From an optimization exercise on the open Yosys and OpenROAD flow, aimed at small area, a short achievable clock period and few clock cycles per item; shortcuts taken in it are not production practice.

==> module ascon128_stream, before the edit <==
module ascon128_stream #(
    parameter R    = 1,
    parameter OREG = 1
)(
input          clk, rst,
input          start, enc,
input  [127:0] key, nonce,
input          in_valid,
output         in_ready,
input   [63:0] in_data,
input    [3:0] in_bytes,
input          in_ad,
output         out_valid,
output  [63:0] out_data,
output         tag_valid,
output [127:0] tag
);
localparam [3:0] LAST = 12 - R;
reg  [63:0] S0, S1, S2, S3, S4;
reg  [63:0] O;
reg        rnd_q, init_q, fin_q, wait_q, fix_q, tag_q, txt_q, ov_q, rdy_q;
reg  [3:0] cnt;
wire [63:0] x0 [0:R];
wire [63:0] x1 [0:R];
wire [63:0] x2 [0:R];
wire [63:0] x3 [0:R];
wire [63:0] x4 [0:R];
assign x0[0] = S0;
assign x1[0] = S1;
assign x2[0] = S2;
assign x3[0] = S3;
assign x4[0] = S4;
genvar g;
generate
for (g = 0; g < R; g = g + 1) begin : rounds
    ASCON_ROUND_FUNCTION rf (
        .Xi0(x0[g]), .Xi1(x1[g]), .Xi2(x2[g]), .Xi3(x3[g]), .Xi4(x4[g]),
        .rnd(cnt + g[3:0]),
        .Xo0(x0[g+1]), .Xo1(x1[g+1]), .Xo2(x2[g+1]), .Xo3(x3[g+1]), .Xo4(x4[g+1])
    );
end
endgenerate
wire idle     = !(rnd_q | wait_q | fix_q | tag_q);
wire load     = idle & start;
wire last_rnd = rnd_q & (cnt == LAST);
wire can_use  = (OREG != 0) ? rdy_q : ((last_rnd & !fin_q) | wait_q);
wire absorb      = can_use & in_valid;
wire blk_last = !in_bytes[3];
wire absorb_ad   = absorb & in_ad;
wire absorb_txt  = absorb & !in_ad;
wire absorb_fin  = absorb_txt & blk_last;
wire dec_fix  = (OREG == 0) && absorb_txt && !enc;
reg [63:0] m, pad;
integer i;
always @(*) begin
    for (i = 0; i < 8; i = i + 1) begin
        m[63-8*i -: 8]   = (i < in_bytes) ? 8'hff : 8'h00;
        pad[63-8*i -: 8] = (i == in_bytes) ? 8'h80 : 8'h00;
    end
end
wire hold = wait_q | fix_q;
wire [63:0] b0 = hold ? S0 : x0[R];
wire [63:0] b1 = hold ? S1 : x1[R];
wire [63:0] b2 = hold ? S2 : x2[R];
wire [63:0] b3 = hold ? S3 : x3[R];
wire [63:0] b4 = hold ? S4 : x4[R];
wire key_fin = last_rnd & (init_q | fin_q);
wire [63:0] kin_hi = key[127:64] & {64{absorb_fin}};
wire [63:0] kin_lo = key[63:0]   & {64{absorb_fin}};
wire [63:0] kst_hi = key[127:64] & {64{key_fin}};
wire [63:0] kst_lo = key[63:0]   & {64{key_fin}};
wire [63:0] dm   = in_data & m;
wire [63:0] keep = (OREG != 0) ? ~(m & {64{absorb_txt & !enc}}) : ~(m & {64{fix_q}});
wire [63:0] inj0 = (absorb ? (dm ^ pad) : 64'b0) ^ (fix_q ? dm : 64'b0);
always @(posedge clk) begin
    if (load) begin
        S0 <= 64'h80400c0600000000;
        S1 <= key[127:64];
        S2 <= key[63:0];
        S3 <= nonce[127:64];
        S4 <= nonce[63:0];
    end else begin
        S0 <= (b0 & keep) ^ inj0;
        S1 <= b1 ^ kin_hi;
        S2 <= b2 ^ kin_lo;
        S3 <= b3 ^ kst_hi;
        S4 <= b4 ^ kst_lo ^ {63'b0, absorb_txt & !txt_q};
    end
    O <= b0 ^ in_data;
end
reg        rnd_d, init_d, fin_d, wait_d, fix_d, tag_d, txt_d;
reg  [3:0] cnt_d;
always @(*) begin
    rnd_d  = rnd_q;
    init_d = init_q;
    fin_d  = fin_q;
    wait_d = wait_q;
    fix_d  = 1'b0;
    tag_d  = 1'b0;
    txt_d  = txt_q | absorb_txt;
    cnt_d  = cnt + R[3:0];
    if (load) begin
        rnd_d  = 1'b1;
        init_d = 1'b1;
        fin_d  = 1'b0;
        txt_d  = 1'b0;
        cnt_d  = 4'd0;
    end
    if (last_rnd) begin
        init_d = 1'b0;
        if (fin_q) begin
            rnd_d = 1'b0;
            tag_d = 1'b1;
        end else if (!in_valid) begin
            rnd_d  = 1'b0;
            wait_d = 1'b1;
        end
    end
    if (absorb) begin
        wait_d = 1'b0;
        if (dec_fix) begin
            rnd_d = 1'b0;
            fix_d = 1'b1;
        end else begin
            rnd_d = 1'b1;
            fin_d = absorb_fin;
            cnt_d = absorb_fin ? 4'd0 : 4'd6;
        end
    end
    if (fix_q) begin
        rnd_d = 1'b1;
        fin_d = blk_last;
        cnt_d = blk_last ? 4'd0 : 4'd6;
    end
end
wire rdy_d = (OREG != 0) ? (wait_d | (rnd_d & !fin_d & (cnt_d == LAST))) : absorb;
always @(posedge clk, posedge rst) begin
    if (rst) begin
        rnd_q  <= 1'b0;
        init_q <= 1'b0;
        fin_q  <= 1'b0;
        wait_q <= 1'b0;
        fix_q  <= 1'b0;
        tag_q  <= 1'b0;
        txt_q  <= 1'b0;
        ov_q   <= 1'b0;
        rdy_q  <= 1'b0;
        cnt    <= 4'd0;
    end else begin
        rnd_q  <= rnd_d;
        init_q <= init_d;
        fin_q  <= fin_d;
        wait_q <= wait_d;
        fix_q  <= fix_d;
        tag_q  <= tag_d;
        txt_q  <= txt_d;
        ov_q   <= absorb_txt;
        rdy_q  <= rdy_d;
        cnt    <= cnt_d;
    end
end
assign in_ready  = rdy_q;
assign out_valid = ov_q;
assign out_data  = (OREG != 0) ? O : S0;
assign tag_valid = tag_q;
assign tag       = {S3, S4};
endmodule
export LEC_CHECK = 0
export CAP_MARGIN = 20
export CORE_MARGIN = 2
export CORE_UTILIZATION = 40
export SLEW_MARGIN = 20
create_clock -name core_clock -period 10.0 [get_ports {clk}]
run.sh (not shown) runs the stock make flow with config.mk's settings and CLKGATE_MAP_FILE= SYNTH_SCRIPT=/design/flow/synth_recipe.tcl, a recipe that flattens the netlist after the stock synthesis.
Then changed:
--- a/flow/design.v
+++ b/flow/design.v
@@ -39,7 +39,7 @@
 `timescale 1ns / 1ps
 module ascon128_stream #(
     parameter R    = 1,
-    parameter OREG = 1
+    parameter OREG = 0
 )(
 input          clk, rst,
 input          start, enc,
Design area shrinks by 9.5%.
Maximum frequency shrinks by about 10%.
Global-route usage goes up by 4.1 points.
Clock-buffer cell count rises by 3.
Worst setup slack loses 0.51 ns.
Hold slack gets better by 0.056 ns.
Function was not checked in any run of this note: the RTL went through the layout flow alone.

========
== before ==
Another version of the RTL of ascon128_stream (not shown whole).
For scale: about 5600 cells after synthesis, about 400 flip-flops, about 0.052 mm² of cells after synthesis.
==> module ascon128_stream, before the edit <==
module ascon128_stream #(
    parameter R    = 2,
    parameter OREG = 1
)(
input          clk, rst,
input          start, enc,
input  [127:0] key, nonce,
input          in_valid,
output         in_ready,
input   [63:0] in_data,
input    [3:0] in_bytes,
input          in_ad,
output         out_valid,
output  [63:0] out_data,
output         tag_valid,
output [127:0] tag
);
localparam [3:0] LAST = 12 - R;
reg  [63:0] S0, S1, S2, S3, S4;
reg  [63:0] O;
reg        rnd_q, init_q, fin_q, wait_q, fix_q, tag_q, txt_q, ov_q, rdy_q;
reg  [3:0] cnt;
wire [63:0] x0 [0:R];
wire [63:0] x1 [0:R];
wire [63:0] x2 [0:R];
wire [63:0] x3 [0:R];
wire [63:0] x4 [0:R];
assign x0[0] = S0;
assign x1[0] = S1;
assign x2[0] = S2;
assign x3[0] = S3;
assign x4[0] = S4;
genvar g;
generate
for (g = 0; g < R; g = g + 1) begin : rounds
    ASCON_ROUND_FUNCTION rf (
        .Xi0(x0[g]), .Xi1(x1[g]), .Xi2(x2[g]), .Xi3(x3[g]), .Xi4(x4[g]),
        .rnd(cnt + g[3:0]),
        .Xo0(x0[g+1]), .Xo1(x1[g+1]), .Xo2(x2[g+1]), .Xo3(x3[g+1]), .Xo4(x4[g+1])
    );
end
endgenerate
wire idle     = !(rnd_q | wait_q | fix_q | tag_q);
wire load     = idle & start;
wire last_rnd = rnd_q & (cnt == LAST);
wire can_use  = (OREG != 0) ? rdy_q : ((last_rnd & !fin_q) | wait_q);
wire absorb      = can_use & in_valid;
wire blk_last = !in_bytes[3];
wire absorb_ad   = absorb & in_ad;
wire absorb_txt  = absorb & !in_ad;
wire absorb_fin  = absorb_txt & blk_last;
wire dec_fix  = (OREG == 0) && absorb_txt && !enc;
reg [63:0] m, pad;
integer i;
always @(*) begin
    for (i = 0; i < 8; i = i + 1) begin
        m[63-8*i -: 8]   = (i < in_bytes) ? 8'hff : 8'h00;
        pad[63-8*i -: 8] = (i == in_bytes) ? 8'h80 : 8'h00;
    end
end
wire hold = wait_q | fix_q;
wire [63:0] b0 = hold ? S0 : x0[R];
wire [63:0] b1 = hold ? S1 : x1[R];
wire [63:0] b2 = hold ? S2 : x2[R];
wire [63:0] b3 = hold ? S3 : x3[R];
wire [63:0] b4 = hold ? S4 : x4[R];
wire key_fin = last_rnd & (init_q | fin_q);
wire [63:0] kin_hi = key[127:64] & {64{absorb_fin}};
wire [63:0] kin_lo = key[63:0]   & {64{absorb_fin}};
wire [63:0] kst_hi = key[127:64] & {64{key_fin}};
wire [63:0] kst_lo = key[63:0]   & {64{key_fin}};
wire [63:0] dm   = in_data & m;
wire [63:0] keep = (OREG != 0) ? ~(m & {64{absorb_txt & !enc}}) : ~(m & {64{fix_q}});
wire [63:0] inj0 = (absorb ? (dm ^ pad) : 64'b0) ^ (fix_q ? dm : 64'b0);
always @(posedge clk) begin
    if (load) begin
        S0 <= 64'h80400c0600000000;
        S1 <= key[127:64];
        S2 <= key[63:0];
        S3 <= nonce[127:64];
        S4 <= nonce[63:0];
    end else begin
        S0 <= (b0 & keep) ^ inj0;
        S1 <= b1 ^ kin_hi;
        S2 <= b2 ^ kin_lo;
        S3 <= b3 ^ kst_hi;
        S4 <= b4 ^ kst_lo ^ {63'b0, absorb_txt & !txt_q};
    end
    O <= b0 ^ in_data;
end
reg        rnd_d, init_d, fin_d, wait_d, fix_d, tag_d, txt_d;
reg  [3:0] cnt_d;
always @(*) begin
    rnd_d  = rnd_q;
    init_d = init_q;
    fin_d  = fin_q;
    wait_d = wait_q;
    fix_d  = 1'b0;
    tag_d  = 1'b0;
    txt_d  = txt_q | absorb_txt;
    cnt_d  = cnt + R[3:0];
    if (load) begin
        rnd_d  = 1'b1;
        init_d = 1'b1;
        fin_d  = 1'b0;
        txt_d  = 1'b0;
        cnt_d  = 4'd0;
    end
    if (last_rnd) begin
        init_d = 1'b0;
        if (fin_q) begin
            rnd_d = 1'b0;
            tag_d = 1'b1;
        end else if (!in_valid) begin
            rnd_d  = 1'b0;
            wait_d = 1'b1;
        end
    end
    if (absorb) begin
        wait_d = 1'b0;
        if (dec_fix) begin
            rnd_d = 1'b0;
            fix_d = 1'b1;
        end else begin
            rnd_d = 1'b1;
            fin_d = absorb_fin;
            cnt_d = absorb_fin ? 4'd0 : 4'd6;
        end
    end
    if (fix_q) begin
        rnd_d = 1'b1;
        fin_d = blk_last;
        cnt_d = blk_last ? 4'd0 : 4'd6;
    end
end
wire rdy_d = (OREG != 0) ? (wait_d | (rnd_d & !fin_d & (cnt_d == LAST))) : absorb;
always @(posedge clk, posedge rst) begin
    if (rst) begin
        rnd_q  <= 1'b0;
        init_q <= 1'b0;
        fin_q  <= 1'b0;
        wait_q <= 1'b0;
        fix_q  <= 1'b0;
        tag_q  <= 1'b0;
        txt_q  <= 1'b0;
        ov_q   <= 1'b0;
        rdy_q  <= 1'b0;
        cnt    <= 4'd0;
    end else begin
        rnd_q  <= rnd_d;
        init_q <= init_d;
        fin_q  <= fin_d;
        wait_q <= wait_d;
        fix_q  <= fix_d;
        tag_q  <= tag_d;
        txt_q  <= txt_d;
        ov_q   <= absorb_txt;
        rdy_q  <= rdy_d;
        cnt    <= cnt_d;
    end
end
assign in_ready  = rdy_q;
assign out_valid = ov_q;
assign out_data  = (OREG != 0) ? O : S0;
assign tag_valid = tag_q;
assign tag       = {S3, S4};
endmodule
==> flow/config.mk <==
export PLATFORM = sky130hd
export DESIGN_NAME = ascon128_stream
export DESIGN_NICKNAME = ascon128_stream
export VERILOG_FILES = /design/flow/design.v
export SDC_FILE = /design/flow/constraint.sdc
export NUM_CORES = 8
export LEC_CHECK = 0
export CAP_MARGIN = 20
export CORE_MARGIN = 2
export CORE_UTILIZATION = 40
export SLEW_MARGIN = 20
==> flow/constraint.sdc <==
create_clock -name core_clock -period 10.0 [get_ports {clk}]
set_input_delay 2.0000 -clock core_clock [delete_from_list [all_inputs] [get_ports {clk}]]
set_output_delay 2.0000 -clock core_clock [all_outputs]
set_load 0.01 [all_outputs]
### before -> after
--- a/flow/design.v
+++ b/flow/design.v
@@ -39,5 +39,5 @@
 `timescale 1ns / 1ps
 module ascon128_stream #(
-    parameter R    = 2,
+    parameter R    = 3,
     parameter OREG = 1
 )(
Results
The final report for after shows a completed flow and a layout that fails verification, specifically max-capacitance violations, max-slew violations.
Summary — met2 global-route usage, after relative to before: higher, by 6.1 points.
Looking at synthesized cell count, after sits about 30% above before.
Number of clock buffers inserted by TritonCTS: lower on before
Compared to before, the routing of after uses more wire.
Measured against each other, before and after differ in average via count per standard cell, the lower figure coming from before.
Relative to before, fraction of the cycle the final worst path needs increased by 28 points in after.
Higher first-pass GRT wire length goes to after over before.
The higher net count of the mapped netlist of before and after is in after.
Compared to before, after has smallest hold slack 0.020 ns higher.
Function was not checked in any run of this note: the RTL went through the layout flow alone.

[port drivers added, routing unchanged]
The flow's constraints put no driver on any port. The routed layouts listed below were extracted and timed again, unchanged, in two steps. Step 1 assumes that a clkbuf_16 drives the clock port and a buf_2 every other input. Step 2 moves the port delays by t, midway between the first and last clock arrival at a register: inputs arrive t later, outputs are due t later. That takes back most of the time a late clock gives input paths. Slacks: ideal / step 1 / step 2; pairs: ideal / step 1.
| run | t, ns | setup WS [ns] | hold WS [ns] | clock arrival spread, ns | slew at the worst register clock pin (ns) |
|---|---|---|---|---|---|
| the first run of note 1 | 0.731 | 5.287 / 5.332 / 4.601 | 0.495 / 0.495 / 0.495 | 0.029 / 0.028 | 0.07 / 0.07 |
| the second run of note 1 | 0.680 | 4.774 / 4.805 / 4.125 | 0.551 / 0.551 / 0.551 | 0.035 / 0.035 | 0.07 / 0.07 |
| before | 0.762 | 3.990 / 3.990 / 3.888 | 0.479 / 0.479 / 0.479 | 0.031 / 0.031 | 0.08 / 0.08 |
| after | 0.824 | 1.236 / 1.236 / 1.236 | 0.499 / 0.499 / 0.499 | 0.040 / 0.041 | 0.08 / 0.08 |
The setup slack of the first run of note 1, which loses most, moves by +0.045 ns with the drivers and by -0.686 ns with both steps.
